Source: an optimization exercise on an open RTL-to-GDS flow (aim: small area). Production flows keep margins and buffers that such runs may drop. The RTL was checked by simulation tests, not by an equivalence proof against the original design. Power figures rest on the tool's default switching activity, not on a simulated workload.

--- flow/SineLUT.hex ---
0000
00C9
0192
025B
0324
03ED
04B6
057F
0648
0711
07D9
08A2
096B
0A33
0AFB
0BC4
0C8C
0D54
0E1C
0EE4
0FAB
1073
113A
1201
12C8
138F
1455
151C
15E2
16A8
176E
1833
18F9
19BE
1A83
1B47
1C0C
1CD0
1D93
1E57
1F1A
1FDD
209F
2162
2224
22E5
23A7
2467
2528
25E8
26A8
2768
2827
28E5
29A4
2A62
2B1F
2BDC
2C99
2D55
2E11
2ECC
2F87
3042
30FC
31B5
326E
3327
33DF
3497
354E
3604
36BA
3770
3825
38D9
398D
3A40
3AF3
3BA5
3C57
3D08
3DB8
3E68
3F17
3FC6
4074
4121
41CE
427A
4326
43D1
447B
4524
45CD
4675
471D
47C4
486A
490F
49B4
4A58
4AFB
4B9E
4C40
4CE1
4D81
4E21
4EC0
4F5E
4FFB
5098
5134
51CF
5269
5303
539B
5433
54CA
5560
55F6
568A
571E
57B1
5843
58D4
5964
59F4
5A82
5B10
5B9D
5C29
5CB4
5D3E
5DC8
5E50
5ED7
5F5E
5FE4
6068
60EC
616F
61F1
6272
62F2
6371
63EF
646C
64E9
6564
65DE
6657
66D0
6747
67BD
6832
68A7
691A
698C
69FD
6A6E
6ADD
6B4B
6BB8
6C24
6C8F
6CF9
6D62
6DCA
6E31
6E97
6EFB
6F5F
6FC2
7023
7083
70E3
7141
719E
71FA
7255
72AF
7308
735F
73B6
740B
7460
74B3
7505
7556
75A6
75F4
7642
768E
76D9
7723
776C
77B4
77FB
7840
7885
78C8
790A
794A
798A
79C9
7A06
7A42
7A7D
7AB7
7AEF
7B27
7B5D
7B92
7BC6
7BF9
7C2A
7C5A
7C89
7CB7
7CE4
7D0F
7D3A
7D63
7D8A
7DB1
7DD6
7DFB
7E1E
7E3F
7E60
7E7F
7E9D
7EBA
7ED6
7EF0
7F0A
7F22
7F38
7F4E
7F62
7F75
7F87
7F98
7FA7
7FB5
7FC2
7FCE
7FD9
7FE2
7FEA
7FF1
7FF6
7FFA
7FFE
7FFF
7FFF
7FFF
7FFE
7FFA
7FF6
7FF1
7FEA
7FE2
7FD9
7FCE
7FC2
7FB5
7FA7
7F98
7F87
7F75
7F62
7F4E
7F38
7F22
7F0A
7EF0
7ED6
7EBA
7E9D
7E7F
7E60
7E3F
7E1E
7DFB
7DD6
7DB1
7D8A
7D63
7D3A
7D0F
7CE4
7CB7
7C89
7C5A
7C2A
7BF9
7BC6
7B92
7B5D
7B27
7AEF
7AB7
7A7D
7A42
7A06
79C9
798A
794A
790A
78C8
7885
7840
77FB
77B4
776C
7723
76D9
768E
7642
75F4
75A6
7556
7505
74B3
7460
740B
73B6
735F
7308
72AF
7255
71FA
719E
7141
70E3
7083
7023
6FC2
6F5F
6EFB
6E97
6E31
6DCA
6D62
6CF9
6C8F
6C24
6BB8
6B4B
6ADD
6A6E
69FD
698C
691A
68A7
6832
67BD
6747
66D0
6657
65DE
6564
64E9
646C
63EF
6371
62F2
6272
61F1
616F
60EC
6068
5FE4
5F5E
5ED7
5E50
5DC8
5D3E
5CB4
5C29
5B9D
5B10
5A82
59F4
5964
58D4
5843
57B1
571E
568A
55F6
5560
54CA
5433
539B
5303
5269
51CF
5134
5098
4FFB
4F5E
4EC0
4E21
4D81
4CE1
4C40
4B9E
4AFB
4A58
49B4
490F
486A
47C4
471D
4675
45CD
4524
447B
43D1
4326
427A
41CE
4121
4074
3FC6
3F17
3E68
3DB8
3D08
3C57
3BA5
3AF3
3A40
398D
38D9
3825
3770
36BA
3604
354E
3497
33DF
3327
326E
31B5
30FC
3042
2F87
2ECC
2E11
2D55
2C99
2BDC
2B1F
2A62
29A4
28E5
2827
2768
26A8
25E8
2528
2467
23A7
22E5
2224
2162
209F
1FDD
1F1A
1E57
1D93
1CD0
1C0C
1B47
1A83
19BE
18F9
1833
176E
16A8
15E2
151C
1455
138F
12C8
1201
113A
1073
0FAB
0EE4
0E1C
0D54
0C8C
0BC4
0AFB
0A33
096B
08A2
07D9
0711
0648
057F
04B6
03ED
0324
025B
0192
00C9
0000
FF37
FE6E
FDA5
FCDC
FC13
FB4A
FA81
F9B8
F8EF
F827
F75E
F695
F5CD
F505
F43C
F374
F2AC
F1E4
F11C
F055
EF8D
EEC6
EDFF
ED38
EC71
EBAB
EAE4
EA1E
E958
E892
E7CD
E707
E642
E57D
E4B9
E3F4
E330
E26D
E1A9
E0E6
E023
DF61
DE9E
DDDC
DD1B
DC59
DB99
DAD8
DA18
D958
D898
D7D9
D71B
D65C
D59E
D4E1
D424
D367
D2AB
D1EF
D134
D079
CFBE
CF04
CE4B
CD92
CCD9
CC21
CB69
CAB2
C9FC
C946
C890
C7DB
C727
C673
C5C0
C50D
C45B
C3A9
C2F8
C248
C198
C0E9
C03A
BF8C
BEDF
BE32
BD86
BCDA
BC2F
BB85
BADC
BA33
B98B
B8E3
B83C
B796
B6F1
B64C
B5A8
B505
B462
B3C0
B31F
B27F
B1DF
B140
B0A2
B005
AF68
AECC
AE31
AD97
ACFD
AC65
ABCD
AB36
AAA0
AA0A
A976
A8E2
A84F
A7BD
A72C
A69C
A60C
A57E
A4F0
A463
A3D7
A34C
A2C2
A238
A1B0
A129
A0A2
A01C
9F98
9F14
9E91
9E0F
9D8E
9D0E
9C8F
9C11
9B94
9B17
9A9C
9A22
99A9
9930
98B9
9843
97CE
9759
96E6
9674
9603
9592
9523
94B5
9448
93DC
9371
9307
929E
9236
91CF
9169
9105
90A1
903E
8FDD
8F7D
8F1D
8EBF
8E62
8E06
8DAB
8D51
8CF8
8CA1
8C4A
8BF5
8BA0
8B4D
8AFB
8AAA
8A5A
8A0C
89BE
8972
8927
88DD
8894
884C
8805
87C0
877B
8738
86F6
86B6
8676
8637
85FA
85BE
8583
8549
8511
84D9
84A3
846E
843A
8407
83D6
83A6
8377
8349
831C
82F1
82C6
829D
8276
824F
822A
8205
81E2
81C1
81A0
8181
8163
8146
812A
8110
80F6
80DE
80C8
80B2
809E
808B
8079
8068
8059
804B
803E
8032
8027
801E
8016
800F
800A
8006
8002
8001
8000
8001
8002
8006
800A
800F
8016
801E
8027
8032
803E
804B
8059
8068
8079
808B
809E
80B2
80C8
80DE
80F6
8110
812A
8146
8163
8181
81A0
81C1
81E2
8205
822A
824F
8276
829D
82C6
82F1
831C
8349
8377
83A6
83D6
8407
843A
846E
84A3
84D9
8511
8549
8583
85BE
85FA
8637
8676
86B6
86F6
8738
877B
87C0
8805
884C
8894
88DD
8927
8972
89BE
8A0C
8A5A
8AAA
8AFB
8B4D
8BA0
8BF5
8C4A
8CA1
8CF8
8D51
8DAB
8E06
8E62
8EBF
8F1D
8F7D
8FDD
903E
90A1
9105
9169
91CF
9236
929E
9307
9371
93DC
9448
94B5
9523
9592
9603
9674
96E6
9759
97CE
9843
98B9
9930
99A9
9A22
9A9C
9B17
9B94
9C11
9C8F
9D0E
9D8E
9E0F
9E91
9F14
9F98
A01C
A0A2
A129
A1B0
A238
A2C2
A34C
A3D7
A463
A4F0
A57E
A60C
A69C
A72C
A7BD
A84F
A8E2
A976
AA0A
AAA0
AB36
ABCD
AC65
ACFD
AD97
AE31
AECC
AF68
B005
B0A2
B140
B1DF
B27F
B31F
B3C0
B462
B505
B5A8
B64C
B6F1
B796
B83C
B8E3
B98B
BA33
BADC
BB85
BC2F
BCDA
BD86
BE32
BEDF
BF8C
C03A
C0E9
C198
C248
C2F8
C3A9
C45B
C50D
C5C0
C673
C727
C7DB
C890
C946
C9FC
CAB2
CB69
CC21
CCD9
CD92
CE4B
CF04
CFBE
D079
D134
D1EF
D2AB
D367
D424
D4E1
D59E
D65C
D71B
D7D9
D898
D958
DA18
DAD8
DB99
DC59
DD1B
DDDC
DE9E
DF61
E023
E0E6
E1A9
E26D
E330
E3F4
E4B9
E57D
E642
E707
E7CD
E892
E958
EA1E
EAE4
EBAB
EC71
ED38
EDFF
EEC6
EF8D
F055
F11C
F1E4
F2AC
F374
F43C
F505
F5CD
F695
F75E
F827
F8EF
F9B8
FA81
FB4A
FC13
FCDC
FDA5
FE6E
FF37
--- flow/run.sh ---
#!/bin/bash
# synth_recipe.tcl (not shown) runs the flow's synth.tcl, then flattens the netlist and writes it again
# the make line also repeats each setting of config.mk as NAME=value (left out here)
make -C /OpenROAD-flow-scripts/flow DESIGN_CONFIG=/design/flow/config.mk WORK_HOME=/design/flow/orfs CLKGATE_MAP_FILE= SYNTH_SCRIPT=/design/flow/synth_recipe.tcl finish
--- flow/config.mk ---
export PLATFORM = sky130hd
export DESIGN_NAME = DDS
export DESIGN_NICKNAME = DDS
export VERILOG_FILES = /design/flow/design.v
export SDC_FILE = /design/flow/constraint.sdc
export NUM_CORES = 4
export LEC_CHECK = 0
export ABC_AREA = 1
export CAP_MARGIN = 20
export CORE_MARGIN = 2
export CORE_UTILIZATION = 30
export PLACE_DENSITY = 0.45
export SLEW_MARGIN = 20
export SYNTH_MEMORY_MAX_BITS = 262144
--- flow/constraint.sdc ---
create_clock -name core_clock -period 10.0 [get_ports {DAC_clk}]
set_input_delay 2.0000 -clock core_clock [delete_from_list [all_inputs] [get_ports {DAC_clk}]]
set_output_delay 2.0000 -clock core_clock [all_outputs]
set_load 0.01 [all_outputs]
--- flow/design.v ---
`timescale 1ns / 1ps
module DualPortBRAM #(
parameter RAM_WIDTH = 16,                        
parameter RAM_DEPTH = 2**10,                     
parameter RAM_PERFORMANCE = "HIGH_PERFORMANCE"   
)
(
    input  RdClk,                           
    input  rst_n,
    input [clogb2(RAM_DEPTH-1)-1:0] RdAddress,  
    output [RAM_WIDTH-1:0] RdData         
 );
   wire   ReadEn;                          
   assign ReadEn = 1;
   wire   WrRst;                           
   assign WrRst = !rst_n;
   wire RdRegEn;                         
   assign RdRegEn = 1;
   reg [RAM_WIDTH-1:0] RAM [RAM_DEPTH-1:0];
   reg [RAM_WIDTH-1:0] RAM_Data;
   initial
     $readmemh("SineLUT.hex", RAM, 0, RAM_DEPTH-1);
   always @(posedge RdClk)
     if (ReadEn)
       RAM_Data <= RAM[RdAddress];
   generate
     if (RAM_PERFORMANCE == "LOW_LATENCY") begin: no_output_register
        assign RdData = RAM_Data;
     end else begin: output_register
       reg [RAM_WIDTH-1:0] doutb_reg;
       always @(posedge RdClk)
         if (WrRst)
           doutb_reg <= {RAM_WIDTH{1'b0}};
         else if (RdRegEn)
           doutb_reg <= RAM_Data;
       assign RdData = doutb_reg;
     end
   endgenerate
   function integer clogb2;
     input integer depth;
       for (clogb2=0; depth>0; clogb2=clogb2+1)
         depth = depth >> 1;
   endfunction
endmodule
`timescale 1ns / 1ps
module DDS(
    input                DAC_clk,
    input                rst_n,
    input                en,            
    input         [31:0] FreqCntrl,     
    input         [31:0] PhaseCntrl,    
    input signed  [15:0] AmplCntrl,     
    input                DataPathSelect,  
    input         [31:0] DirectValue,     
    output signed [15:0] SampleOut        
    );
    parameter RAM_WIDTH = 16;     
    parameter RAM_DEPTH = 2**10;  
    parameter RAM_PERFORMANCE = "HIGH_PERFORMANCE";
    localparam ADDR_WIDTH = clogb2(RAM_DEPTH-1);
    wire [RAM_WIDTH - 1 : 0] RdData;
    reg [23:0] Accu;  
    always @ (posedge DAC_clk)
    begin
        if (rst_n ==  0)
        begin
            Accu <= 0;
        end
        else begin
            if (en ==  1)
            begin  
                Accu <= Accu + FreqCntrl[23:0] ;
            end
            else
            begin
                Accu <= 0;
            end
        end
     end
     reg [23:0] PhaseAddress;
     always @ (posedge DAC_clk)
     begin
         if (rst_n ==  0)
         begin
             PhaseAddress <= 0;
         end
         else
         begin
            PhaseAddress <= Accu + PhaseCntrl[23:0];
         end
      end
     wire [ADDR_WIDTH-1:0] RdAddress ;
     assign RdAddress = PhaseAddress[23:24-ADDR_WIDTH];
     DualPortBRAM #(
     .RAM_WIDTH(RAM_WIDTH),            
     .RAM_DEPTH(RAM_DEPTH),            
     .RAM_PERFORMANCE(RAM_PERFORMANCE) 
     )
     LUT(
    .RdClk(DAC_clk),         
    .rst_n(rst_n),
    .RdAddress(RdAddress),                   
    .RdData(RdData)                          
      );
     wire signed [RAM_WIDTH-1:0]   LUT_Sample_s;
     wire signed [2*RAM_WIDTH-1:0] DirectValue_s;
     reg  signed [2*RAM_WIDTH-1:0] MultRes;
     assign LUT_Sample_s = RdData;
     assign DirectValue_s = { DirectValue[RAM_WIDTH-1:0] , 16'b0 } ;
     always @ (posedge DAC_clk)
     begin
         if (rst_n ==  0)
         begin
             MultRes <= 0;
         end
         else
         begin
            if(DataPathSelect == 0)
            begin
                MultRes <= DirectValue_s ; 
            end
            else
            begin
                 MultRes <= LUT_Sample_s * AmplCntrl;
            end
         end
     end
    assign  SampleOut = MultRes[2*RAM_WIDTH-1:RAM_WIDTH ];
    function integer clogb2;
      input integer depth;
        for (clogb2=0; depth>0; clogb2=clogb2+1)
          depth = depth >> 1;
    endfunction
endmodule
==> results by group <==
GRT
  • Vias in the first global route: 31100
  • Global-route wire length before repair: 239000 µm
  • Initial antenna violation count: 16
  • Largest net degree at the start of global routing: 121
  • Grt total ovfl: 0
  • Overall Global Routing Usage: 0.378

Finish
  • Nets: 5014
  • Top reg by flops: Accu
  • Max FFs per register: 24
  • Fill cell count: 10100
  • Multi-input logic area: 0.0208 mm²
  • Layout area overhead: 9.24%
  • Layout cell share with drive strength beyond 1: 0.0339
  • Final core utilization: 0.329
  • Register Area: 0.00166 mm²

Yosys
  • Prevailing post-synth register cell: dfxtp_1
  • Syn Std Cell Area: 0.0260 mm²
  • Average size of a mapped cell: 5.76 µm²
  • Post-synth cell types: 44
  • Post-synthesis instance total: 4521
  • Area contributors post-synth: nand2_1 (22%), fa_1 (20%), inv_1 (9.8%), nand3_1 (8.5%), ha_1 (7.3%)
  • Yosys top cell area share: 0.225
  • Number of synthesized register bits: 82
  • Post-synth EDFFs: 0
  • Count leader, synth: nand2_1
  • Warnings, synthesis: 2
  • Post-synthesis async set-or-reset flop share: 0
  • Sequential-to-total area share from yosys stat: 0.0631
  • Post-synth top cells: nand2_1 (1559), inv_1 (682), nand3_1 (443)
  • Post-synth top area cell: nand2_1
  • Syn Nets: 5051

Route
  • DRC errors left: 0
  • Vias per cell: 5.74
  • Initial DRC count: 4811
  • DR WL/cell: 30.3 µm
  • Routed WL: 171000 µm
  • Drt pass-1 iters: 7
  • DRT antenna net count: 0
  • Detailed-route via count: 32500

CTS
  • Clock Path Buffers: 2
  • Clk latency of the worst-skew pair: 0.40 ns
  • CTS Hold Bufs: 0
  • Clk root buf: clkbuf_16
  • PostCTS Resize Cnt: 0
  • # Post-CTS Setup Buffers: 0
  • Clk pin slew, worst setup/hold paths: 0.09 ns
  • Clock sink count: 82
  • CTS tree: built
  • CTS HTree Levels: 3
  • CTS Buf Count: 9

Worst setup path
  • CP endpoint: MultRes[31]$_SDFF_PN0_
  • Maximum fanout along the worst path: 16
  • CP startpoint: AmplCntrl[3]
  • Crit path kind: in -> reg
  • Crit. End Element: flop
  • CP arrival: 8.49 ns
  • Worst R2R End: MultRes[28]$_SDFF_PN0_
  • R2r setup slk: 3.52 ns
  • FF-to-FF Start: LUT.output_register.doutb_reg[15]$_SDFF_PN0_
  • Reg2Reg Depth: 20
  • CP startpoint kind: input port
  • Required @ worst endpoint: 10.30 ns

Timing
  • Post-layout min period: 8.19 ns
  • Layout Skew: 0.0314 ns
  • Hold Vio Cnt, Final: 0
  • Unrepaired setup endpoints after global routing: no
  • Setup-failing EPs final: 0
  • Setup TNS: 0 ns
  • Tightest Pin Transition: 1.21 ns
  • Period utilization: 0.819
  • Pins Over Slew Limit: 0
  • Max Clk Rate: 122 MHz
  • Rel. slew slack: 0.194

Floorplanning
  • Core Region: 0.0863 mm²
  • Die height: 299 µm
  • Die Area: 0.0891 mm²
  • IO Count: 132
  • Row count: 108
  • Starting density of the core: 0.301
  • Die Width: 299 µm

Power
  • Worst vdd ir: 0.434 mV
  • Leak: 15.6 nW
  • Tot Pwr: 10.5 mW
  • Power Density: 368 mW/mm²

Placed design
  • GPL Wtd Cong: 1.10
  • Dpl hpwl: 129000 µm
  • Input/output buffers: 99

Min path
  • Hold crit path type: reg -> reg
  • Worst Hold Path Cells: 2

Outcome
  • Status: timing/DRC/antenna clean

Job
  • Max-cap violations: 0
==> metal layers <==
layer | GRT usage | vias up | routed length [µm]
li1 | - | 14100 | -
met1 | 0.479 | 15500 | 67100
met2 | 0.549 | 2282 | 70100
met3 | 0.125 | 655 | 21000
met4 | 0.243 | 12 | 13200
met5 | 0 | - | 73
==> cell usage in the layout (no fill, tap or decap), types with 21 or more instances in the layout <==
| cell | synthesis | final |
|---|---|---|
| inv_1 | 682 | 680 |
| fa_1 | 262 | 262 |
| nand2_1 | 1559 | 1559 |
| nand3_1 | 443 | 443 |
| buf_4 | 20 | 78 |
| nor2_1 | 357 | 352 |
| a31oi_1 | 21 | 21 |
| o211ai_1 | 22 | 22 |
| nand4_1 | 35 | 35 |
| a21oi_1 | 262 | 262 |
| clkdlybuf4s50_1 | 0 | 99 |
| dfxtp_1 | 82 | 77 |
| o21ai_0 | 236 | 235 |
| ha_1 | 152 | 152 |
| nor3_1 | 25 | 25 |
==> per-stage QoR <==
step                      cell area (µm²)  cells  setup WS [ns]  hold slack, ns
final                               28400   5653           1.81           0.409
after global routing                28400   5644           1.33           0.428
after CTS                           28400   5644           1.79           0.408
after detailed placement            28100   5628           1.38           0.397
after global placement              28100   5628           1.38           0.397
after floorplan                     26000   4521           2.70           0.390
==> worst min-delay path by stage <==
stage / from / slack, ns / end
floorplan: LUT.RAM_Data[0]$_DFF_P_ / 0.39 / LUT.output_register.doutb_reg[0]$_SDFF_PN0_
global placement: LUT.RAM_Data[4]$_DFF_P_ / 0.40 / LUT.output_register.doutb_reg[4]$_SDFF_PN0_
detailed placement: LUT.RAM_Data[13]$_DFF_P_ / 0.40 / LUT.output_register.doutb_reg[13]$_SDFF_PN0_
CTS: LUT.RAM_Data[6]$_DFF_P_ / 0.41 / LUT.output_register.doutb_reg[6]$_SDFF_PN0_
global route: LUT.RAM_Data[13]$_DFF_P_ / 0.43 / LUT.output_register.doutb_reg[13]$_SDFF_PN0_
finish: LUT.RAM_Data[6]$_DFF_P_ / 0.41 / LUT.output_register.doutb_reg[6]$_SDFF_PN0_
==> worst max-delay path, cell delays in order <==
cell and delay (ns):
clkdlybuf4s50_1 0.89, nand2_1 0.25, inv_1 0.07, fa_1 0.77
fa_1 0.52, fa_1 0.49, fa_1 0.51, fa_1 0.49
inv_1 0.05, fa_1 0.47, inv_1 0.07, ha_1 0.37
a21oi_1 0.27, a21boi_0 0.48, o21ai_0 0.20, a21oi_1 0.20
nand2_1 0.07, nand2_1 0.06, nand3_1 0.12, nand2_1 0.10
inv_1 0.04
==> power by group <==
group          internal, mW  switching [mW]
logic                  3.02            6.44
registers             0.417           0.143
clock network         0.240           0.195
==> cells by family (layout without fill, tap and decap cells) <==
family	count (synthesis)	after routing	synth area share
and+or+nand+nor	2473	2473	0.389
buffers and inverters	918	886	0.140
AOI/OAI and AO/OA	621	621	0.129
adders and majority gates	414	414	0.275
DFF	82	82	0.0631
xor gates and xnor gates	13	13	0.00437
other	0	9	0
==> final cells by class <==
class | instances | area share
Multi-Input combinational cell | 3521 | 0.730
Inverter | 692 | 0.0915
Sequential cell | 82 | 0.0582
Timing Repair Buffer | 178 | 0.0561
Tap cell | 1155 | 0.0508
Clock buffer | 10 | 0.00880
Clock inverter | 6 | 0.00343
Antenna cell | 9 | 0.000792

==> re-timing with driven ports <==
The results above use ideal ports. As a check the final layout listed here was re-extracted and re-timed, cells and wires unchanged.
Step 1 assumes that a clkbuf_16 drives the clock port and a buf_2 every other input.
Step 2, shift: input delay + t, output delay - t, t = (earliest + latest rising clock arrival at the registers) / 2. This alone moves slack from input paths to output paths.
Slacks: ideal / step 1 / step 2; pairs: ideal / step 1.
t, ns: 0.446
setup WS [ns]: 1.810 / 1.850 / 1.404
worst setup path after step 2: input to register
clock arrival spread, ns: 0.031 / 0.032
cell pins on the clock port's net: 1
After both steps setup and hold are still met in this run. The setup slack of this run moves by +0.040 ns with the drivers and by -0.406 ns with both steps.
